This design comes from an exercise in tuning for small area and a short achievable clock period on the open sky130 flow, not from production work. Function was not checked in any run shown here: the RTL went through the layout flow alone.

==> flow/design.v (outline; a module is shown in full before it is edited, if it fits) <==
// module full_adder: 10 lines
// module final_adder: 244 lines
// module fp32_unpacker: 20 lines
// module fp32_aligner: 18 lines
// module wallace_tree_8_inputs: 507 lines
// module fp32_normalizer_rounder: 471 lines
// module fp32_packer: 14 lines
// module fp32_adder_tree_8_inputs: 1005 lines
module fp32_adder_tree_8_inputs (
    input wire clk,
    input wire rst_n,
    input wire [127:0] dvr_fp32addtree8to1_s0,
    input wire [127:0] dvr_fp32addtree8to1_s1,
    input wire [2:0] cru_fp32addtree8to1,
    output wire [127:0] dr_fp32addtree8to1_d
);
  // ...
==> flow/flow/run.sh <==
#!/bin/bash
# Layout flow: ORFS, with two changes to its synthesis script and a setup
# margin for timing repair.
#  - synthesis: Yosys's generic synth step runs without its quick ABC pass, so
#    the full adders written in the RTL reach extract_fa as written (no
#    inverters around them); the final ABC mapping uses flow/abc.script.
#  - layout: standard steps; repair_timing aims at SETUP_SLACK_MARGIN; the
#    port buffers are the platform's smallest buffer.
# Each tool's output goes to ORFS's own logs (orfs/logs/...); make's output to flow.log.
set -euo pipefail
HERE=$(pwd)
FL=$HERE/flow
source $FL/params.sh
sed -e 's#^source \$::env(SCRIPTS_DIR)/synth_preamble.tcl#&\nset abc_args [lreplace $abc_args 1 1 '"$FL"'/abc.script]#' \
    -e 's#synth -top \$::env(DESIGN_NAME) -run fine: {\*}\$synth_full_args#& -noabc#' \
    $FLOW_HOME/scripts/synth.tcl > $HERE/my_synth.tcl
grep -q -- '-noabc' $HERE/my_synth.tcl
grep -q 'abc.script\]' $HERE/my_synth.tcl
sed -e "s#source \$::env(SCRIPTS_DIR)/synth.tcl#source $HERE/my_synth.tcl#" synth_recipe.tcl > my_synth_recipe.tcl
grep -q my_synth.tcl my_synth_recipe.tcl
sed -e "s#SYNTH_SCRIPT=[^ ]*#SYNTH_SCRIPT=$HERE/my_synth_recipe.tcl#" standard.sh > my_standard.sh
grep -q my_synth_recipe.tcl my_standard.sh
export SETUP_SLACK_MARGIN=$MARGIN
# every port still gets a buffer, the smallest one
export BUFFER_PORTS_ARGS="${PORTBUF:--buffer_cell sky130_fd_sc_hd__buf_1}"
bash my_standard.sh finish > flow.log 2>&1
==> flow/flow/abc.script <==
strash
dch
map -B 0.9
topo
mfs
strash
dch
map -B 0.9
topo
stime -c
buffer -c
upsize -c
dnsize -c
==> flow/flow/params.sh <==
MARGIN=42

==> flow/standard.sh <==
#!/bin/bash
# synth_recipe.tcl (not shown) runs the flow's synth.tcl, then flattens the netlist and writes it again
# the make line also repeats each setting of config.mk as NAME=value (left out here)
make -C /OpenROAD-flow-scripts/flow DESIGN_CONFIG=/design/flow/config.mk WORK_HOME=/design/flow/orfs CLKGATE_MAP_FILE= SYNTH_SCRIPT=/design/flow/synth_recipe.tcl "${@:-finish}"
==> flow/config.mk <==
export PLATFORM = sky130hd
export DESIGN_NAME = fp32_adder_tree_8_inputs
export DESIGN_NICKNAME = fp32_adder_tree_8_inputs
export VERILOG_FILES = /design/flow/design.v
export SDC_FILE = /design/flow/constraint.sdc
export NUM_CORES = 8
export LEC_CHECK = 0
export ABC_AREA = 1
export CAP_MARGIN = 20
export CORE_MARGIN = 2
export CORE_UTILIZATION = 40
export SLEW_MARGIN = 20
==> flow/constraint.sdc <==
create_clock -name core_clock -period 64.0 [get_ports {clk}]
set_input_delay 12.8000 -clock core_clock [delete_from_list [all_inputs] [get_ports {clk}]]
set_output_delay 12.8000 -clock core_clock [all_outputs]
set_load 0.01 [all_outputs]
==> results.tsv, run 1 <==
metric	value	unit
final hold slack	12210	ps
GRT met1 Usage	0.428	
first-pass GRT wire length	211000	um
Syn Nets	6545	
status	finished clean	
Initial Util	0.404	
post-synthesis sequential area ratio	0.0512	
Commonest cells post-synth	1953 x nand2_1, 746 x o21ai_0, 621 x inv_1	
max reg flops	36	
n_diodes	3	
PortBufs	388	
met3 global-route usage	0.0300	
post-synthesis mux area share	0.0279	
Critical Path AT	21820	ps
metal1 wirelength	62600	um
Worst Setup EP	row_a_q[1]$_DFF_P_	
busiest layer in global routing	met2	
Layout area overhead	8.99	%
commonest non-fill, non-tap cell in the layout	nand2_1	
top flop regs	row_a_q x36, row_b_q x35, emax_q x8	
final setup margin	42420	ps
share of layout cells above drive strength 1	0.0564	
gate count after technology mapping	5919	
Worst EP required	64240	ps
All-Layer GR Usage	0.314	
vias after detailed routing	39200	
core area	0.0836	mm^2
==> run 2, diff against run 1 <==
--- a/flow/design.v
+++ b/flow/design.v
@@ -800,207 +800,23 @@
 module fp32_normalizer_rounder (
     input  wire [34:0] mag,
     input  wire [7:0]  exp_in,      
     output wire [30:0] res,         
     output wire        overflow
 );
     wire [31:0] lim = (exp_in <= 8'd32) ? (32'd1 << (6'd32 - exp_in[5:0])) : 32'd0;
     wire [63:0] lzv = {mag | {3'b000, lim}, 1'b1, 28'b0};
-    wire lz_z0_0 = ~lzv[63];
-    wire lz_z0_1 = ~lzv[62];
-    wire lz_z0_2 = ~lzv[61];
-    wire lz_z0_3 = ~lzv[60];
-    wire lz_z0_4 = ~lzv[59];
-    wire lz_z0_5 = ~lzv[58];
-    wire lz_z0_6 = ~lzv[57];
-    wire lz_z0_7 = ~lzv[56];
-    wire lz_z0_8 = ~lzv[55];
-    wire lz_z0_9 = ~lzv[54];
-    wire lz_z0_10 = ~lzv[53];
-    wire lz_z0_11 = ~lzv[52];
-    wire lz_z0_12 = ~lzv[51];
-    wire lz_z0_13 = ~lzv[50];
-    wire lz_z0_14 = ~lzv[49];
-    wire lz_z0_15 = ~lzv[48];
-    wire lz_z0_16 = ~lzv[47];
-    wire lz_z0_17 = ~lzv[46];
-    wire lz_z0_18 = ~lzv[45];
-    wire lz_z0_19 = ~lzv[44];
-    wire lz_z0_20 = ~lzv[43];
-    wire lz_z0_21 = ~lzv[42];
-    wire lz_z0_22 = ~lzv[41];
-    wire lz_z0_23 = ~lzv[40];
-    wire lz_z0_24 = ~lzv[39];
-    wire lz_z0_25 = ~lzv[38];
-    wire lz_z0_26 = ~lzv[37];
-    wire lz_z0_27 = ~lzv[36];
-    wire lz_z0_28 = ~lzv[35];
-    wire lz_z0_29 = ~lzv[34];
-    wire lz_z0_30 = ~lzv[33];
-    wire lz_z0_31 = ~lzv[32];
-    wire lz_z0_32 = ~lzv[31];
-    wire lz_z0_33 = ~lzv[30];
-    wire lz_z0_34 = ~lzv[29];
-    wire lz_z0_35 = ~lzv[28];
-    wire lz_z0_36 = ~lzv[27];
-    wire lz_z0_37 = ~lzv[26];
-    wire lz_z0_38 = ~lzv[25];
-    wire lz_z0_39 = ~lzv[24];
-    wire lz_z0_40 = ~lzv[23];
-    wire lz_z0_41 = ~lzv[22];
-    wire lz_z0_42 = ~lzv[21];
-    wire lz_z0_43 = ~lzv[20];
-    wire lz_z0_44 = ~lzv[19];
-    wire lz_z0_45 = ~lzv[18];
-    wire lz_z0_46 = ~lzv[17];
-    wire lz_z0_47 = ~lzv[16];
-    wire lz_z0_48 = ~lzv[15];
-    wire lz_z0_49 = ~lzv[14];
-    wire lz_z0_50 = ~lzv[13];
-    wire lz_z0_51 = ~lzv[12];
-    wire lz_z0_52 = ~lzv[11];
-    wire lz_z0_53 = ~lzv[10];
-    wire lz_z0_54 = ~lzv[9];
-    wire lz_z0_55 = ~lzv[8];
-    wire lz_z0_56 = ~lzv[7];
-    wire lz_z0_57 = ~lzv[6];
-    wire lz_z0_58 = ~lzv[5];
-    wire lz_z0_59 = ~lzv[4];
-    wire lz_z0_60 = ~lzv[3];
-    wire lz_z0_61 = ~lzv[2];
-    wire lz_z0_62 = ~lzv[1];
-    wire lz_z0_63 = ~lzv[0];
-    wire lz_z1_0 = lz_z0_0 & lz_z0_1;
-    wire [0:0] lz_c1_0 = lz_z0_0;
-    wire lz_z1_1 = lz_z0_2 & lz_z0_3;
-    wire [0:0] lz_c1_1 = lz_z0_2;
-    wire lz_z1_2 = lz_z0_4 & lz_z0_5;
-    wire [0:0] lz_c1_2 = lz_z0_4;
-    wire lz_z1_3 = lz_z0_6 & lz_z0_7;
-    wire [0:0] lz_c1_3 = lz_z0_6;
-    wire lz_z1_4 = lz_z0_8 & lz_z0_9;
-    wire [0:0] lz_c1_4 = lz_z0_8;
-    wire lz_z1_5 = lz_z0_10 & lz_z0_11;
-    wire [0:0] lz_c1_5 = lz_z0_10;
-    wire lz_z1_6 = lz_z0_12 & lz_z0_13;
-    wire [0:0] lz_c1_6 = lz_z0_12;
-    wire lz_z1_7 = lz_z0_14 & lz_z0_15;
-    wire [0:0] lz_c1_7 = lz_z0_14;
-    wire lz_z1_8 = lz_z0_16 & lz_z0_17;
-    wire [0:0] lz_c1_8 = lz_z0_16;
-    wire lz_z1_9 = lz_z0_18 & lz_z0_19;
-    wire [0:0] lz_c1_9 = lz_z0_18;
-    wire lz_z1_10 = lz_z0_20 & lz_z0_21;
-    wire [0:0] lz_c1_10 = lz_z0_20;
-    wire lz_z1_11 = lz_z0_22 & lz_z0_23;
-    wire [0:0] lz_c1_11 = lz_z0_22;
-    wire lz_z1_12 = lz_z0_24 & lz_z0_25;
-    wire [0:0] lz_c1_12 = lz_z0_24;
-    wire lz_z1_13 = lz_z0_26 & lz_z0_27;
-    wire [0:0] lz_c1_13 = lz_z0_26;
-    wire lz_z1_14 = lz_z0_28 & lz_z0_29;
-    wire [0:0] lz_c1_14 = lz_z0_28;
-    wire lz_z1_15 = lz_z0_30 & lz_z0_31;
-    wire [0:0] lz_c1_15 = lz_z0_30;
-    wire lz_z1_16 = lz_z0_32 & lz_z0_33;
-    wire [0:0] lz_c1_16 = lz_z0_32;
-    wire lz_z1_17 = lz_z0_34 & lz_z0_35;
-    wire [0:0] lz_c1_17 = lz_z0_34;
-    wire lz_z1_18 = lz_z0_36 & lz_z0_37;
-    wire [0:0] lz_c1_18 = lz_z0_36;
-    wire lz_z1_19 = lz_z0_38 & lz_z0_39;
-    wire [0:0] lz_c1_19 = lz_z0_38;
-    wire lz_z1_20 = lz_z0_40 & lz_z0_41;
-    wire [0:0] lz_c1_20 = lz_z0_40;
-    wire lz_z1_21 = lz_z0_42 & lz_z0_43;
-    wire [0:0] lz_c1_21 = lz_z0_42;
-    wire lz_z1_22 = lz_z0_44 & lz_z0_45;
-    wire [0:0] lz_c1_22 = lz_z0_44;
-    wire lz_z1_23 = lz_z0_46 & lz_z0_47;
-    wire [0:0] lz_c1_23 = lz_z0_46;
-    wire lz_z1_24 = lz_z0_48 & lz_z0_49;
-    wire [0:0] lz_c1_24 = lz_z0_48;
-    wire lz_z1_25 = lz_z0_50 & lz_z0_51;
-    wire [0:0] lz_c1_25 = lz_z0_50;
-    wire lz_z1_26 = lz_z0_52 & lz_z0_53;
-    wire [0:0] lz_c1_26 = lz_z0_52;
-    wire lz_z1_27 = lz_z0_54 & lz_z0_55;
-    wire [0:0] lz_c1_27 = lz_z0_54;
-    wire lz_z1_28 = lz_z0_56 & lz_z0_57;
-    wire [0:0] lz_c1_28 = lz_z0_56;
-    wire lz_z1_29 = lz_z0_58 & lz_z0_59;
-    wire [0:0] lz_c1_29 = lz_z0_58;
-    wire lz_z1_30 = lz_z0_60 & lz_z0_61;
-    wire [0:0] lz_c1_30 = lz_z0_60;
-    wire lz_z1_31 = lz_z0_62 & lz_z0_63;
-    wire [0:0] lz_c1_31 = lz_z0_62;
-    wire lz_z2_0 = lz_z1_0 & lz_z1_1;
-    wire [1:0] lz_c2_0 = lz_z1_0 ? {1'b1, lz_c1_1} : {1'b0, lz_c1_0};
-    wire lz_z2_1 = lz_z1_2 & lz_z1_3;
-    wire [1:0] lz_c2_1 = lz_z1_2 ? {1'b1, lz_c1_3} : {1'b0, lz_c1_2};
-    wire lz_z2_2 = lz_z1_4 & lz_z1_5;
-    wire [1:0] lz_c2_2 = lz_z1_4 ? {1'b1, lz_c1_5} : {1'b0, lz_c1_4};
-    wire lz_z2_3 = lz_z1_6 & lz_z1_7;
-    wire [1:0] lz_c2_3 = lz_z1_6 ? {1'b1, lz_c1_7} : {1'b0, lz_c1_6};
-    wire lz_z2_4 = lz_z1_8 & lz_z1_9;
-    wire [1:0] lz_c2_4 = lz_z1_8 ? {1'b1, lz_c1_9} : {1'b0, lz_c1_8};
-    wire lz_z2_5 = lz_z1_10 & lz_z1_11;
-    wire [1:0] lz_c2_5 = lz_z1_10 ? {1'b1, lz_c1_11} : {1'b0, lz_c1_10};
-    wire lz_z2_6 = lz_z1_12 & lz_z1_13;
-    wire [1:0] lz_c2_6 = lz_z1_12 ? {1'b1, lz_c1_13} : {1'b0, lz_c1_12};
-    wire lz_z2_7 = lz_z1_14 & lz_z1_15;
-    wire [1:0] lz_c2_7 = lz_z1_14 ? {1'b1, lz_c1_15} : {1'b0, lz_c1_14};
-    wire lz_z2_8 = lz_z1_16 & lz_z1_17;
-    wire [1:0] lz_c2_8 = lz_z1_16 ? {1'b1, lz_c1_17} : {1'b0, lz_c1_16};
-    wire lz_z2_9 = lz_z1_18 & lz_z1_19;
-    wire [1:0] lz_c2_9 = lz_z1_18 ? {1'b1, lz_c1_19} : {1'b0, lz_c1_18};
-    wire lz_z2_10 = lz_z1_20 & lz_z1_21;
-    wire [1:0] lz_c2_10 = lz_z1_20 ? {1'b1, lz_c1_21} : {1'b0, lz_c1_20};
-    wire lz_z2_11 = lz_z1_22 & lz_z1_23;
-    wire [1:0] lz_c2_11 = lz_z1_22 ? {1'b1, lz_c1_23} : {1'b0, lz_c1_22};
-    wire lz_z2_12 = lz_z1_24 & lz_z1_25;
-    wire [1:0] lz_c2_12 = lz_z1_24 ? {1'b1, lz_c1_25} : {1'b0, lz_c1_24};
-    wire lz_z2_13 = lz_z1_26 & lz_z1_27;
-    wire [1:0] lz_c2_13 = lz_z1_26 ? {1'b1, lz_c1_27} : {1'b0, lz_c1_26};
-    wire lz_z2_14 = lz_z1_28 & lz_z1_29;
-    wire [1:0] lz_c2_14 = lz_z1_28 ? {1'b1, lz_c1_29} : {1'b0, lz_c1_28};
-    wire lz_z2_15 = lz_z1_30 & lz_z1_31;
-    wire [1:0] lz_c2_15 = lz_z1_30 ? {1'b1, lz_c1_31} : {1'b0, lz_c1_30};
-    wire lz_z3_0 = lz_z2_0 & lz_z2_1;
-    wire [2:0] lz_c3_0 = lz_z2_0 ? {1'b1, lz_c2_1} : {1'b0, lz_c2_0};
-    wire lz_z3_1 = lz_z2_2 & lz_z2_3;
-    wire [2:0] lz_c3_1 = lz_z2_2 ? {1'b1, lz_c2_3} : {1'b0, lz_c2_2};
-    wire lz_z3_2 = lz_z2_4 & lz_z2_5;
-    wire [2:0] lz_c3_2 = lz_z2_4 ? {1'b1, lz_c2_5} : {1'b0, lz_c2_4};
-    wire lz_z3_3 = lz_z2_6 & lz_z2_7;
-    wire [2:0] lz_c3_3 = lz_z2_6 ? {1'b1, lz_c2_7} : {1'b0, lz_c2_6};
-    wire lz_z3_4 = lz_z2_8 & lz_z2_9;
-    wire [2:0] lz_c3_4 = lz_z2_8 ? {1'b1, lz_c2_9} : {1'b0, lz_c2_8};
-    wire lz_z3_5 = lz_z2_10 & lz_z2_11;
-    wire [2:0] lz_c3_5 = lz_z2_10 ? {1'b1, lz_c2_11} : {1'b0, lz_c2_10};
-    wire lz_z3_6 = lz_z2_12 & lz_z2_13;
-    wire [2:0] lz_c3_6 = lz_z2_12 ? {1'b1, lz_c2_13} : {1'b0, lz_c2_12};
-    wire lz_z3_7 = lz_z2_14 & lz_z2_15;
-    wire [2:0] lz_c3_7 = lz_z2_14 ? {1'b1, lz_c2_15} : {1'b0, lz_c2_14};
-    wire lz_z4_0 = lz_z3_0 & lz_z3_1;
-    wire [3:0] lz_c4_0 = lz_z3_0 ? {1'b1, lz_c3_1} : {1'b0, lz_c3_0};
-    wire lz_z4_1 = lz_z3_2 & lz_z3_3;
-    wire [3:0] lz_c4_1 = lz_z3_2 ? {1'b1, lz_c3_3} : {1'b0, lz_c3_2};
-    wire lz_z4_2 = lz_z3_4 & lz_z3_5;
-    wire [3:0] lz_c4_2 = lz_z3_4 ? {1'b1, lz_c3_5} : {1'b0, lz_c3_4};
-    wire lz_z4_3 = lz_z3_6 & lz_z3_7;
-    wire [3:0] lz_c4_3 = lz_z3_6 ? {1'b1, lz_c3_7} : {1'b0, lz_c3_6};
-    wire lz_z5_0 = lz_z4_0 & lz_z4_1;
-    wire [4:0] lz_c5_0 = lz_z4_0 ? {1'b1, lz_c4_1} : {1'b0, lz_c4_0};
-    wire lz_z5_1 = lz_z4_2 & lz_z4_3;
-    wire [4:0] lz_c5_1 = lz_z4_2 ? {1'b1, lz_c4_3} : {1'b0, lz_c4_2};
-    wire lz_z6_0 = lz_z5_0 & lz_z5_1;
-    wire [5:0] lz_c6_0 = lz_z5_0 ? {1'b1, lz_c5_1} : {1'b0, lz_c5_0};
-    wire [5:0] sh = lz_c6_0;
+    reg [5:0] sh;
+    integer q;
+    always @(*) begin
+        sh = 6'd35;
+        for (q = 0; q < 35; q = q + 1)
+            if (lzv[q + 29]) sh = 34 - q;
+    end
     wire [34:0] n1 = sh[5] ? {mag[2:0], 32'b0} : mag;
     wire [34:0] n2 = sh[4] ? {n1[18:0], 16'b0} : n1;
     wire [34:0] n3 = sh[3] ? {n2[26:0], 8'b0} : n2;
     wire [34:0] n4 = sh[2] ? {n3[30:0], 4'b0} : n3;
     wire [34:0] n5 = sh[1] ? {n4[32:0], 2'b0} : n4;
     wire [34:0] nn = sh[0] ? {n5[33:0], 1'b0} : n5;
     wire normal = nn[34];
     wire g = nn[10];
@@ -1361,17 +1177,17 @@
     wire mx_44 = mx_36 | (mx_37 & mx_17);
     wire mx_45 = mx_37 & mx_9;
     wire mx_46 = mx_38 | (mx_39 & mx_18);
     wire mx_47 = mx_39 & mx_19;
     wire mx_48 = mx_40 | (mx_41 & mx_32);
     wire mx_49 = mx_41 & mx_33;
     wire mx_50 = mx_42 | (mx_43 & mx_34);
     wire mx_51 = mx_43 & mx_35;
-    wire [7:0] m0 = mx_50 ? x0 : x1;
+    wire [7:0] mx0_0 = mx_50 ? x0 : x1;
     wire mx_52 = x2[0] & ~x3[0];
     wire mx_53 = x2[1] & ~x3[1];
     wire mx_54 = x2[2] & ~x3[2];
     wire mx_55 = x2[3] & ~x3[3];
     wire mx_56 = x2[4] & ~x3[4];
     wire mx_57 = x2[5] & ~x3[5];
     wire mx_58 = x2[6] & ~x3[6];
     wire mx_59 = x2[7] & ~x3[7];
@@ -1413,17 +1229,17 @@
     wire mx_95 = mx_87 | (mx_88 & mx_68);
     wire mx_96 = mx_88 & mx_60;
     wire mx_97 = mx_89 | (mx_90 & mx_69);
     wire mx_98 = mx_90 & mx_70;
     wire mx_99 = mx_91 | (mx_92 & mx_83);
     wire mx_100 = mx_92 & mx_84;
     wire mx_101 = mx_93 | (mx_94 & mx_85);
     wire mx_102 = mx_94 & mx_86;
-    wire [7:0] m1 = mx_101 ? x2 : x3;
+    wire [7:0] mx0_1 = mx_101 ? x2 : x3;
     wire mx_103 = x4[0] & ~x5[0];
     wire mx_104 = x4[1] & ~x5[1];
     wire mx_105 = x4[2] & ~x5[2];
     wire mx_106 = x4[3] & ~x5[3];
     wire mx_107 = x4[4] & ~x5[4];
     wire mx_108 = x4[5] & ~x5[5];
     wire mx_109 = x4[6] & ~x5[6];
     wire mx_110 = x4[7] & ~x5[7];
@@ -1465,17 +1281,17 @@
     wire mx_146 = mx_138 | (mx_139 & mx_119);
     wire mx_147 = mx_139 & mx_111;
     wire mx_148 = mx_140 | (mx_141 & mx_120);
     wire mx_149 = mx_141 & mx_121;
     wire mx_150 = mx_142 | (mx_143 & mx_134);
     wire mx_151 = mx_143 & mx_135;
     wire mx_152 = mx_144 | (mx_145 & mx_136);
     wire mx_153 = mx_145 & mx_137;
-    wire [7:0] m2 = mx_152 ? x4 : x5;
+    wire [7:0] mx0_2 = mx_152 ? x4 : x5;
     wire mx_154 = x6[0] & ~x7[0];
     wire mx_155 = x6[1] & ~x7[1];
     wire mx_156 = x6[2] & ~x7[2];
     wire mx_157 = x6[3] & ~x7[3];
     wire mx_158 = x6[4] & ~x7[4];
     wire mx_159 = x6[5] & ~x7[5];
     wire mx_160 = x6[6] & ~x7[6];
     wire mx_161 = x6[7] & ~x7[7];
@@ -1517,33 +1333,33 @@
     wire mx_197 = mx_189 | (mx_190 & mx_170);
     wire mx_198 = mx_190 & mx_162;
     wire mx_199 = mx_191 | (mx_192 & mx_171);
     wire mx_200 = mx_192 & mx_172;
     wire mx_201 = mx_193 | (mx_194 & mx_185);
     wire mx_202 = mx_194 & mx_186;
     wire mx_203 = mx_195 | (mx_196 & mx_187);
     wire mx_204 = mx_196 & mx_188;
-    wire [7:0] m3 = mx_203 ? x6 : x7;
-    wire mx_205 = m0[0] & ~m1[0];
-    wire mx_206 = m0[1] & ~m1[1];
-    wire mx_207 = m0[2] & ~m1[2];
-    wire mx_208 = m0[3] & ~m1[3];
-    wire mx_209 = m0[4] & ~m1[4];
-    wire mx_210 = m0[5] & ~m1[5];
-    wire mx_211 = m0[6] & ~m1[6];
-    wire mx_212 = m0[7] & ~m1[7];
-    wire mx_213 = m0[0] | ~m1[0];
-    wire mx_214 = m0[1] | ~m1[1];
-    wire mx_215 = m0[2] | ~m1[2];
-    wire mx_216 = m0[3] | ~m1[3];
-    wire mx_217 = m0[4] | ~m1[4];
-    wire mx_218 = m0[5] | ~m1[5];
-    wire mx_219 = m0[6] | ~m1[6];
-    wire mx_220 = m0[7] | ~m1[7];
+    wire [7:0] mx0_3 = mx_203 ? x6 : x7;
+    wire mx_205 = mx0_0[0] & ~mx0_1[0];
+    wire mx_206 = mx0_0[1] & ~mx0_1[1];
+    wire mx_207 = mx0_0[2] & ~mx0_1[2];
+    wire mx_208 = mx0_0[3] & ~mx0_1[3];
+    wire mx_209 = mx0_0[4] & ~mx0_1[4];
+    wire mx_210 = mx0_0[5] & ~mx0_1[5];
+    wire mx_211 = mx0_0[6] & ~mx0_1[6];
+    wire mx_212 = mx0_0[7] & ~mx0_1[7];
+    wire mx_213 = mx0_0[0] | ~mx0_1[0];
+    wire mx_214 = mx0_0[1] | ~mx0_1[1];
+    wire mx_215 = mx0_0[2] | ~mx0_1[2];
+    wire mx_216 = mx0_0[3] | ~mx0_1[3];
+    wire mx_217 = mx0_0[4] | ~mx0_1[4];
+    wire mx_218 = mx0_0[5] | ~mx0_1[5];
+    wire mx_219 = mx0_0[6] | ~mx0_1[6];
+    wire mx_220 = mx0_0[7] | ~mx0_1[7];
     wire mx_221 = mx_205 | (mx_213 & 1'b1);
     wire mx_222 = mx_206 | (mx_214 & mx_221);
     wire mx_223 = mx_214 & mx_213;
     wire mx_224 = mx_207 | (mx_215 & mx_206);
     wire mx_225 = mx_215 & mx_214;
     wire mx_226 = mx_208 | (mx_216 & mx_207);
     wire mx_227 = mx_216 & mx_215;
     wire mx_228 = mx_209 | (mx_217 & mx_208);
@@ -1569,32 +1385,33 @@
     wire mx_248 = mx_240 | (mx_241 & mx_221);
     wire mx_249 = mx_241 & mx_213;
     wire mx_250 = mx_242 | (mx_243 & mx_222);
     wire mx_251 = mx_243 & mx_223;
     wire mx_252 = mx_244 | (mx_245 & mx_236);
     wire mx_253 = mx_245 & mx_237;
     wire mx_254 = mx_246 | (mx_247 & mx_238);
     wire mx_255 = mx_247 & mx_239;
-    wire mx_256 = m0[0] & ~m2[0];
-    wire mx_257 = m0[1] & ~m2[1];
-    wire mx_258 = m0[2] & ~m2[2];
-    wire mx_259 = m0[3] & ~m2[3];
-    wire mx_260 = m0[4] & ~m2[4];
-    wire mx_261 = m0[5] & ~m2[5];
-    wire mx_262 = m0[6] & ~m2[6];
-    wire mx_263 = m0[7] & ~m2[7];
-    wire mx_264 = m0[0] | ~m2[0];
-    wire mx_265 = m0[1] | ~m2[1];
-    wire mx_266 = m0[2] | ~m2[2];
-    wire mx_267 = m0[3] | ~m2[3];
-    wire mx_268 = m0[4] | ~m2[4];
-    wire mx_269 = m0[5] | ~m2[5];
-    wire mx_270 = m0[6] | ~m2[6];
-    wire mx_271 = m0[7] | ~m2[7];
+    wire [7:0] mx1_0 = mx_254 ? mx0_0 : mx0_1;
+    wire mx_256 = mx0_2[0] & ~mx0_3[0];
+    wire mx_257 = mx0_2[1] & ~mx0_3[1];
+    wire mx_258 = mx0_2[2] & ~mx0_3[2];
+    wire mx_259 = mx0_2[3] & ~mx0_3[3];
+    wire mx_260 = mx0_2[4] & ~mx0_3[4];
+    wire mx_261 = mx0_2[5] & ~mx0_3[5];
+    wire mx_262 = mx0_2[6] & ~mx0_3[6];
+    wire mx_263 = mx0_2[7] & ~mx0_3[7];
+    wire mx_264 = mx0_2[0] | ~mx0_3[0];
+    wire mx_265 = mx0_2[1] | ~mx0_3[1];
+    wire mx_266 = mx0_2[2] | ~mx0_3[2];
+    wire mx_267 = mx0_2[3] | ~mx0_3[3];
+    wire mx_268 = mx0_2[4] | ~mx0_3[4];
+    wire mx_269 = mx0_2[5] | ~mx0_3[5];
+    wire mx_270 = mx0_2[6] | ~mx0_3[6];
+    wire mx_271 = mx0_2[7] | ~mx0_3[7];
     wire mx_272 = mx_256 | (mx_264 & 1'b1);
     wire mx_273 = mx_257 | (mx_265 & mx_272);
     wire mx_274 = mx_265 & mx_264;
     wire mx_275 = mx_258 | (mx_266 & mx_257);
     wire mx_276 = mx_266 & mx_265;
     wire mx_277 = mx_259 | (mx_267 & mx_258);
     wire mx_278 = mx_267 & mx_266;
     wire mx_279 = mx_260 | (mx_268 & mx_259);
@@ -1620,32 +1437,33 @@
     wire mx_299 = mx_291 | (mx_292 & mx_272);
     wire mx_300 = mx_292 & mx_264;
     wire mx_301 = mx_293 | (mx_294 & mx_273);
     wire mx_302 = mx_294 & mx_274;
     wire mx_303 = mx_295 | (mx_296 & mx_287);
     wire mx_304 = mx_296 & mx_288;
     wire mx_305 = mx_297 | (mx_298 & mx_289);
     wire mx_306 = mx_298 & mx_290;
-    wire mx_307 = m0[0] & ~m3[0];
-    wire mx_308 = m0[1] & ~m3[1];
-    wire mx_309 = m0[2] & ~m3[2];
-    wire mx_310 = m0[3] & ~m3[3];
-    wire mx_311 = m0[4] & ~m3[4];
-    wire mx_312 = m0[5] & ~m3[5];
-    wire mx_313 = m0[6] & ~m3[6];
-    wire mx_314 = m0[7] & ~m3[7];
-    wire mx_315 = m0[0] | ~m3[0];
-    wire mx_316 = m0[1] | ~m3[1];
-    wire mx_317 = m0[2] | ~m3[2];
-    wire mx_318 = m0[3] | ~m3[3];
-    wire mx_319 = m0[4] | ~m3[4];
-    wire mx_320 = m0[5] | ~m3[5];
-    wire mx_321 = m0[6] | ~m3[6];
-    wire mx_322 = m0[7] | ~m3[7];
+    wire [7:0] mx1_1 = mx_305 ? mx0_2 : mx0_3;
+    wire mx_307 = mx1_0[0] & ~mx1_1[0];
+    wire mx_308 = mx1_0[1] & ~mx1_1[1];
+    wire mx_309 = mx1_0[2] & ~mx1_1[2];
+    wire mx_310 = mx1_0[3] & ~mx1_1[3];
+    wire mx_311 = mx1_0[4] & ~mx1_1[4];
+    wire mx_312 = mx1_0[5] & ~mx1_1[5];
+    wire mx_313 = mx1_0[6] & ~mx1_1[6];
+    wire mx_314 = mx1_0[7] & ~mx1_1[7];
+    wire mx_315 = mx1_0[0] | ~mx1_1[0];
+    wire mx_316 = mx1_0[1] | ~mx1_1[1];
+    wire mx_317 = mx1_0[2] | ~mx1_1[2];
+    wire mx_318 = mx1_0[3] | ~mx1_1[3];
+    wire mx_319 = mx1_0[4] | ~mx1_1[4];
+    wire mx_320 = mx1_0[5] | ~mx1_1[5];
+    wire mx_321 = mx1_0[6] | ~mx1_1[6];
+    wire mx_322 = mx1_0[7] | ~mx1_1[7];
     wire mx_323 = mx_307 | (mx_315 & 1'b1);
     wire mx_324 = mx_308 | (mx_316 & mx_323);
     wire mx_325 = mx_316 & mx_315;
     wire mx_326 = mx_309 | (mx_317 & mx_308);
     wire mx_327 = mx_317 & mx_316;
     wire mx_328 = mx_310 | (mx_318 & mx_309);
     wire mx_329 = mx_318 & mx_317;
     wire mx_330 = mx_311 | (mx_319 & mx_310);
@@ -1671,174 +1489,18 @@
     wire mx_350 = mx_342 | (mx_343 & mx_323);
     wire mx_351 = mx_343 & mx_315;
     wire mx_352 = mx_344 | (mx_345 & mx_324);
     wire mx_353 = mx_345 & mx_325;
     wire mx_354 = mx_346 | (mx_347 & mx_338);
     wire mx_355 = mx_347 & mx_339;
     wire mx_356 = mx_348 | (mx_349 & mx_340);
     wire mx_357 = mx_349 & mx_341;
-    wire mx_358 = m1[0] & ~m2[0];
-    wire mx_359 = m1[1] & ~m2[1];
-    wire mx_360 = m1[2] & ~m2[2];
-    wire mx_361 = m1[3] & ~m2[3];
-    wire mx_362 = m1[4] & ~m2[4];
-    wire mx_363 = m1[5] & ~m2[5];
-    wire mx_364 = m1[6] & ~m2[6];
-    wire mx_365 = m1[7] & ~m2[7];
-    wire mx_366 = m1[0] | ~m2[0];
-    wire mx_367 = m1[1] | ~m2[1];
-    wire mx_368 = m1[2] | ~m2[2];
-    wire mx_369 = m1[3] | ~m2[3];
-    wire mx_370 = m1[4] | ~m2[4];
-    wire mx_371 = m1[5] | ~m2[5];
-    wire mx_372 = m1[6] | ~m2[6];
-    wire mx_373 = m1[7] | ~m2[7];
-    wire mx_374 = mx_358 | (mx_366 & 1'b1);
-    wire mx_375 = mx_359 | (mx_367 & mx_374);
-    wire mx_376 = mx_367 & mx_366;
-    wire mx_377 = mx_360 | (mx_368 & mx_359);
-    wire mx_378 = mx_368 & mx_367;
-    wire mx_379 = mx_361 | (mx_369 & mx_360);
-    wire mx_380 = mx_369 & mx_368;
-    wire mx_381 = mx_362 | (mx_370 & mx_361);
-    wire mx_382 = mx_370 & mx_369;
-    wire mx_383 = mx_363 | (mx_371 & mx_362);
-    wire mx_384 = mx_371 & mx_370;
-    wire mx_385 = mx_364 | (mx_372 & mx_363);
-    wire mx_386 = mx_372 & mx_371;
-    wire mx_387 = mx_365 | (mx_373 & mx_364);
-    wire mx_388 = mx_373 & mx_372;
-    wire mx_389 = mx_377 | (mx_378 & mx_374);
-    wire mx_390 = mx_378 & mx_366;
-    wire mx_391 = mx_379 | (mx_380 & mx_375);
-    wire mx_392 = mx_380 & mx_376;
-    wire mx_393 = mx_381 | (mx_382 & mx_377);
-    wire mx_394 = mx_382 & mx_378;
-    wire mx_395 = mx_383 | (mx_384 & mx_379);
-    wire mx_396 = mx_384 & mx_380;
-    wire mx_397 = mx_385 | (mx_386 & mx_381);
-    wire mx_398 = mx_386 & mx_382;
-    wire mx_399 = mx_387 | (mx_388 & mx_383);
-    wire mx_400 = mx_388 & mx_384;
-    wire mx_401 = mx_393 | (mx_394 & mx_374);
-    wire mx_402 = mx_394 & mx_366;
-    wire mx_403 = mx_395 | (mx_396 & mx_375);
-    wire mx_404 = mx_396 & mx_376;
-    wire mx_405 = mx_397 | (mx_398 & mx_389);
-    wire mx_406 = mx_398 & mx_390;
-    wire mx_407 = mx_399 | (mx_400 & mx_391);
-    wire mx_408 = mx_400 & mx_392;
-    wire mx_409 = m1[0] & ~m3[0];
-    wire mx_410 = m1[1] & ~m3[1];
-    wire mx_411 = m1[2] & ~m3[2];
-    wire mx_412 = m1[3] & ~m3[3];
-    wire mx_413 = m1[4] & ~m3[4];
-    wire mx_414 = m1[5] & ~m3[5];
-    wire mx_415 = m1[6] & ~m3[6];
-    wire mx_416 = m1[7] & ~m3[7];
-    wire mx_417 = m1[0] | ~m3[0];
-    wire mx_418 = m1[1] | ~m3[1];
-    wire mx_419 = m1[2] | ~m3[2];
-    wire mx_420 = m1[3] | ~m3[3];
-    wire mx_421 = m1[4] | ~m3[4];
-    wire mx_422 = m1[5] | ~m3[5];
-    wire mx_423 = m1[6] | ~m3[6];
-    wire mx_424 = m1[7] | ~m3[7];
-    wire mx_425 = mx_409 | (mx_417 & 1'b1);
-    wire mx_426 = mx_410 | (mx_418 & mx_425);
-    wire mx_427 = mx_418 & mx_417;
-    wire mx_428 = mx_411 | (mx_419 & mx_410);
-    wire mx_429 = mx_419 & mx_418;
-    wire mx_430 = mx_412 | (mx_420 & mx_411);
-    wire mx_431 = mx_420 & mx_419;
-    wire mx_432 = mx_413 | (mx_421 & mx_412);
-    wire mx_433 = mx_421 & mx_420;
-    wire mx_434 = mx_414 | (mx_422 & mx_413);
-    wire mx_435 = mx_422 & mx_421;
-    wire mx_436 = mx_415 | (mx_423 & mx_414);
-    wire mx_437 = mx_423 & mx_422;
-    wire mx_438 = mx_416 | (mx_424 & mx_415);
-    wire mx_439 = mx_424 & mx_423;
-    wire mx_440 = mx_428 | (mx_429 & mx_425);
-    wire mx_441 = mx_429 & mx_417;
-    wire mx_442 = mx_430 | (mx_431 & mx_426);
-    wire mx_443 = mx_431 & mx_427;
-    wire mx_444 = mx_432 | (mx_433 & mx_428);
-    wire mx_445 = mx_433 & mx_429;
-    wire mx_446 = mx_434 | (mx_435 & mx_430);
-    wire mx_447 = mx_435 & mx_431;
-    wire mx_448 = mx_436 | (mx_437 & mx_432);
-    wire mx_449 = mx_437 & mx_433;
-    wire mx_450 = mx_438 | (mx_439 & mx_434);
-    wire mx_451 = mx_439 & mx_435;
-    wire mx_452 = mx_444 | (mx_445 & mx_425);
-    wire mx_453 = mx_445 & mx_417;
-    wire mx_454 = mx_446 | (mx_447 & mx_426);
-    wire mx_455 = mx_447 & mx_427;
-    wire mx_456 = mx_448 | (mx_449 & mx_440);
-    wire mx_457 = mx_449 & mx_441;
-    wire mx_458 = mx_450 | (mx_451 & mx_442);
-    wire mx_459 = mx_451 & mx_443;
-    wire mx_460 = m2[0] & ~m3[0];
-    wire mx_461 = m2[1] & ~m3[1];
-    wire mx_462 = m2[2] & ~m3[2];
-    wire mx_463 = m2[3] & ~m3[3];
-    wire mx_464 = m2[4] & ~m3[4];
-    wire mx_465 = m2[5] & ~m3[5];
-    wire mx_466 = m2[6] & ~m3[6];
-    wire mx_467 = m2[7] & ~m3[7];
-    wire mx_468 = m2[0] | ~m3[0];
-    wire mx_469 = m2[1] | ~m3[1];
-    wire mx_470 = m2[2] | ~m3[2];
-    wire mx_471 = m2[3] | ~m3[3];
-    wire mx_472 = m2[4] | ~m3[4];
-    wire mx_473 = m2[5] | ~m3[5];
-    wire mx_474 = m2[6] | ~m3[6];
-    wire mx_475 = m2[7] | ~m3[7];
-    wire mx_476 = mx_460 | (mx_468 & 1'b1);
-    wire mx_477 = mx_461 | (mx_469 & mx_476);
-    wire mx_478 = mx_469 & mx_468;
-    wire mx_479 = mx_462 | (mx_470 & mx_461);
-    wire mx_480 = mx_470 & mx_469;
-    wire mx_481 = mx_463 | (mx_471 & mx_462);
-    wire mx_482 = mx_471 & mx_470;
-    wire mx_483 = mx_464 | (mx_472 & mx_463);
-    wire mx_484 = mx_472 & mx_471;
-    wire mx_485 = mx_465 | (mx_473 & mx_464);
-    wire mx_486 = mx_473 & mx_472;
-    wire mx_487 = mx_466 | (mx_474 & mx_465);
-    wire mx_488 = mx_474 & mx_473;
-    wire mx_489 = mx_467 | (mx_475 & mx_466);
-    wire mx_490 = mx_475 & mx_474;
-    wire mx_491 = mx_479 | (mx_480 & mx_476);
-    wire mx_492 = mx_480 & mx_468;
-    wire mx_493 = mx_481 | (mx_482 & mx_477);
-    wire mx_494 = mx_482 & mx_478;
-    wire mx_495 = mx_483 | (mx_484 & mx_479);
-    wire mx_496 = mx_484 & mx_480;
-    wire mx_497 = mx_485 | (mx_486 & mx_481);
-    wire mx_498 = mx_486 & mx_482;
-    wire mx_499 = mx_487 | (mx_488 & mx_483);
-    wire mx_500 = mx_488 & mx_484;
-    wire mx_501 = mx_489 | (mx_490 & mx_485);
-    wire mx_502 = mx_490 & mx_486;
-    wire mx_503 = mx_495 | (mx_496 & mx_476);
-    wire mx_504 = mx_496 & mx_468;
-    wire mx_505 = mx_497 | (mx_498 & mx_477);
-    wire mx_506 = mx_498 & mx_478;
-    wire mx_507 = mx_499 | (mx_500 & mx_491);
-    wire mx_508 = mx_500 & mx_492;
-    wire mx_509 = mx_501 | (mx_502 & mx_493);
-    wire mx_510 = mx_502 & mx_494;
-    wire w0 = mx_254 & mx_305 & mx_356;
-    wire w1 = ~mx_254 & mx_407 & mx_458;
-    wire w2 = ~mx_305 & ~mx_407 & mx_509;
-    wire w3 = ~mx_356 & ~mx_458 & ~mx_509;
-    wire [7:0] emax = ({8{w0}} & m0) | ({8{w1}} & m1) | ({8{w2}} & m2) | ({8{w3}} & m3);
+    wire [7:0] mx2_0 = mx_356 ? mx1_0 : mx1_1;
+    wire [7:0] emax = mx2_0;
     wire [7:0] dif [0:7];
     wire [7:0] nx0 = ~ex[0];
     wire [7:0] d0;
     wire df_1 = emax[0] & nx0[0];
     wire df_2 = emax[1] & nx0[1];
     wire df_3 = emax[2] & nx0[2];
     wire df_4 = emax[3] & nx0[3];
     wire df_5 = emax[4] & nx0[4];
@@ -2241,49 +1903,39 @@
             fp32_aligner a (
                 .sign(sgn[i]), .hidden(hid[i]), .mantissa(man[i]),
                 .diff(dif[i]),
                 .aligned(aligned[32*i +: 32]));
         end
     endgenerate
     wire [35:0] row_a, row_b, sum;
     wallace_tree_8_inputs tree (.data_in(aligned), .sgn(sgn), .row_a(row_a), .row_b(row_b));
-    reg [35:0] row_a_q;
-    reg [35:0] row_b_q;
-    reg [7:0] emax_q;
-    reg nan_q;
-    reg inf_q;
-    reg ninf_q;
-    reg allneg_q;
-    reg valid_q;
-    reg [1:0] seg_q;
-    always @(posedge clk or negedge rst_n) begin
-        if (!rst_n) valid_q <= 1'b0;
-        else valid_q <= cru_fp32addtree8to1[2];
-    end
-    always @(posedge clk) begin
-        row_a_q <= row_a;
-        row_b_q <= row_b;
-        emax_q <= emax;
-        nan_q <= res_nan;
-        inf_q <= res_inf;
-        ninf_q <= ninf;
-        allneg_q <= all_neg;
-        seg_q <= cru_fp32addtree8to1[1:0];
-    end
-    wire [35:0] sum_q;
-    final_adder cpa (.a(row_a_q), .b(row_b_q), .sum(sum_q));
-    wire neg = sum_q[35];
-    wire [34:0] mag = sum_q[34:0] ^ {35{neg}};
+    final_adder cpa (.a(row_a), .b(row_b), .sum(sum));
+    wire neg = sum[35];
+    wire [34:0] mag = sum[34:0] ^ {35{neg}};
     wire zero = ~|mag;
-    wire sign = zero ? allneg_q : neg;
+    wire sign = zero ? all_neg : neg;
     wire [30:0] res;
     wire overflow;
-    fp32_normalizer_rounder nr (.mag(mag), .exp_in(emax_q), .res(res), .overflow(overflow));
+    fp32_normalizer_rounder nr (.mag(mag), .exp_in(emax), .res(res), .overflow(overflow));
     wire [31:0] fp_sum_result;
-    fp32_packer pk (.res_nan(nan_q), .res_inf(inf_q), .inf_sign(ninf_q),
+    fp32_packer pk (.res_nan(res_nan), .res_inf(res_inf), .inf_sign(ninf),
                     .overflow(overflow), .sign(sign), .res(res), .fp_out(fp_sum_result));
+    reg [31:0] sum_q;
+    reg        valid_q;
+    reg [1:0]  seg_q;
+    always @(posedge clk or negedge rst_n) begin
+        if (!rst_n) begin
+            sum_q   <= 32'b0;
+            valid_q <= 1'b0;
+            seg_q   <= 2'b0;
+        end else begin
+            sum_q   <= fp_sum_result;
+            valid_q <= cru_fp32addtree8to1[2];
+            seg_q   <= cru_fp32addtree8to1[1:0];
+        end
+    end
     assign dr_fp32addtree8to1_d = {
-        {32{valid_q & (seg_q == 2'b11)}} & fp_sum_result,
-        {32{valid_q & (seg_q == 2'b10)}} & fp_sum_result,
-        {32{valid_q & (seg_q == 2'b01)}} & fp_sum_result,
-        {32{valid_q & (seg_q == 2'b00)}} & fp_sum_result};
+        {32{valid_q & (seg_q == 2'b11)}} & sum_q,
+        {32{valid_q & (seg_q == 2'b10)}} & sum_q,
+        {32{valid_q & (seg_q == 2'b01)}} & sum_q,
+        {32{valid_q & (seg_q == 2'b00)}} & sum_q};
 endmodule
==> flow/flow/abc.script (replaced) <==
strash
dch
map -B 0.9
topo
stime -c
buffer -c
upsize -c
dnsize -c
==> flow/flow/params.sh (replaced) <==
MARGIN=35
==> run 2 against run 1 <==
Cell area decreased by 2.5%. Global-route usage decreased by 0.095 points. Critical path type unchanged. Sequential cell count decreased by 51. Via count decreased by 6.9%. Still clean. First-iteration DRC count decreased by 12%. Largest cell class unchanged. Core utilization increased by 2.1 points.
==> results.tsv, run 2 <==
metric	value	unit	change
clk slew on worst S/H paths	50	ps	was 70 ps
Final Core Density	0.461		was 0.440
gr ovfl total	0		unchanged
crit-path max FO	32		was 23
Crit path largest cell delay	600	ps	was 530 ps
max reg flops	32		was 36
top-count cell post-synth	nand2_1		unchanged
Detailed Routing Iterations Pass 1	8		was 7
TritonCTS clock tree	done		unchanged
WS Path Type	in -> reg		unchanged
cell family with most CP delay	simple AND/OR/NAND/NOR gates		was adder cells
Worst Setup End Kind	flip-flop		unchanged
final hold slack	12620	ps	was 12210 ps
Hold WC Path Type	in -> async		unchanged
DIE WIDTH	285	um	was 294 um
Worst EP required	64160	ps	was 64240 ps
share of the synthesized area in the top cell type	0.171		was 0.217
synthesized area per cell	6.04	um^2	was 5.70 um^2
IO Count	389		unchanged
TritonCTS buffer count	5		was 9
Final Net Count	6138		was 6743
Worst path slowest cell	fa_1		unchanged
first-pass GRT wire length	198000	um	was 211000 um
status	finished clean		unchanged
Period minus WS final	28280	ps	was 21580 ps
Critical Path AT	28440	ps	was 21820 ps
dpl cells	6420		was 7161
Commonest cells post-synth	1439 x nand2_1, 613 x o21ai_0, 502 x inv_1		was 1953 x nand2_1, 746 x o21ai_0, 621 x inv_1
RSZ-0062 raised after global routing	no		was yes
setup_tns	0	ps	unchanged
ys flop type	dfrtp_1		was dfxtp_1
crit path launch type	input port		unchanged
PortBufs	388		unchanged
max-cap violation count	0		unchanged
number of global-route vias before repair	33400		was 35400
largest reg by FF count	sum_q		was row_a_q
# setup viols final	0		unchanged
area leader, netlist	nand2_1		unchanged
top flop regs	sum_q x32, seg_q x2, valid_q x1		was row_a_q x36, row_b_q x35, emax_q x8
DRT Wirelength	135000	um	was 141000 um
detail-routed via count per cell	5.57		was 5.44
All-Layer GR Usage	0.313		was 0.314
pin count of the biggest net entering global routing	48		was 46
dominant cells by area after synthesis	nand2_1 17%, fa_1 15%, o21ai_0 9.7%		was nand2_1 22%, fa_1 14%, o21ai_0 11%
mapped cell area	0.0315	mm^2	was 0.0337 mm^2
EDFF count, synth	0		unchanged
core area	0.0777	mm^2	was 0.0836 mm^2
Die Footprint	0.0810	mm^2	was 0.0866 mm^2
most frequent cells in the layout	1410 x nand2_1, 589 x o21ai_0, 482 x inv_1		was 1950 x nand2_1, 709 x o21ai_0, 610 x inv_1
row cnt	102		was 106
Max H-tree Level	2		was 3
post-synthesis sequential area ratio	0.0278		was 0.0512
Post-synth ARST share	1.00		was 0.0116
period utilization	0.442		was 0.337
Slew Limit Fails	0		unchanged
synthesized flop and latch total	35		was 86
Synth cell types	66		was 69
Initial Util	0.405		was 0.404
Die Ht	285	um	was 294 um
Syn Nets	5840		was 6545
Layout area overhead	13.7	%	was 8.99%
DPL Wire Length	113000	um	was 121000 um
Hold Buf Count CTS	0		unchanged
max_slew headroom	0.186		was 0.312
Bufs and invs on worst path	13		was 9
DR WL/cell	20.6	um	was 19.5 um
Cell Count, Final, Fillers Out	6556		was 7205
Synth Warn #	2		was 1
routability congestion estimate	1.04		was 1.02
share of layout cells above drive strength 1	0.0940		was 0.0564
DRC violations left	0		unchanged
Bufs on Longest Clock Path	2		unchanged
Tightest Pin Transition	1210	ps	was 1030 ps
commonest non-fill, non-tap cell in the layout	nand2_1		unchanged
Hold Violations, Final	0		unchanged
CTS root buf	clkbuf_16		unchanged
vias after detailed routing	36500		was 39200
Max Clock Freq	0.0354	GHz	was 0.0463 GHz
gate count after technology mapping	5214		was 5919
initial antenna violation count	5		unchanged
post-route ant nets	0		unchanged
clk sink count	35		was 86
CP most frequent cell	nand2_1		unchanged
First DRT Iteration DRCs	3561		was 4028
run 2: repair_timing:
item,in CTS,in global routing
buffers inserted,16,83
setup endpoints to repair,31,31
gates cloned,11,15
gates resized for setup,84,210
pin swaps,6,46
run 2: cells by family after synthesis:
group / Yosys count / share of synthesized area
multiplexers: 162 / 0.0515
XOR/XNOR: 382 / 0.106
flip-flops: 35 / 0.0278
AO/OA/AOI/OAI: 990 / 0.180
adder cells (fa/ha/maj): 365 / 0.200
buffers and inverters: 813 / 0.101
AND/OR/NAND/NOR: 2467 / 0.334
run 2: cell type report:
type                    instances  area [um^2]
multi-input cells            4376        28400
repair buffers                545         2820
inverters                     534         2150
well taps                    1040         1300
flip-flops and latches         35          876
clock inverters                 3         43.8
diodes                          3         7.51
repair inverters               15         97.6
clock buffers                   5          125
fillers                      8416        41900
run 2: how the worst max path moves through the flow:
stage	start	to	slack (ps)	cells past startpoint
final	dvr_fp32addtree8to1_s1[59]	sum_q[1]$_DFF_PN0_	35720	85
after global placement	dvr_fp32addtree8to1_s1[104]	sum_q[20]$_DFF_PN0_	32180	108
after CTS	dvr_fp32addtree8to1_s1[45]	sum_q[20]$_DFF_PN0_	35000	107
after global routing	dvr_fp32addtree8to1_s1[29]	sum_q[22]$_DFF_PN0_	34800	109
after floorplan	dvr_fp32addtree8to1_s1[14]	sum_q[1]$_DFF_PN0_	36970	110
after detailed placement	dvr_fp32addtree8to1_s1[104]	sum_q[19]$_DFF_PN0_	31990	106
run 2: metal layers:
metal / part of all wire / vias up / global-route usage / wire length [um]
met5: 0.00017 / - / 0 / 23
met4: 0.051 / 4 / 0.136 / 6930
met3: 0.070 / 265 / 0.0296 / 9480
met2: 0.46 / 1550 / 0.518 / 61400
met1: 0.42 / 17000 / 0.415 / 57000
li1: - / 17700 / - / -
run 2: stage by stage:
step	setup slack (ps)	cell area [um^2]
finish	35720	35800
global route	34800	35800
CTS	35000	34300
detailed placement	31990	33600
global placement	32180	33600
floorplan	36970	31500

==> static timing again, ports no longer ideal <==
In the flow no input, the clock included, has a driving cell. The finished layouts below were timed again as built, in two steps. Step 1 assumes that a clkbuf_16 drives the clock port and a buf_2 every other input. Step 2 moves the port delays by t, midway between the first and last clock arrival at a register: inputs arrive t later, outputs are due t later. That takes back most of the time a late clock gives input paths. Slacks: ideal ports / drivers / drivers and shift; pairs: ideal ports / drivers.
| run | t, ns | setup slack, ns | clock arrival spread, ns | worst data-port slew with drivers (ns) |
|---|---|---|---|---|
| run 1 | 0.421 | 42.424 / 42.446 / 42.025 | 0.013 / 0.013 | 0.13 |
| run 2 | 0.314 | 35.718 / 35.724 / 35.410 | 0.007 / 0.006 | 0.15 |
After both steps every run listed still meets setup and hold. For run 1, which loses most, drivers alone change the setup slack by +0.022 ns; drivers and shift together by -0.399 ns.
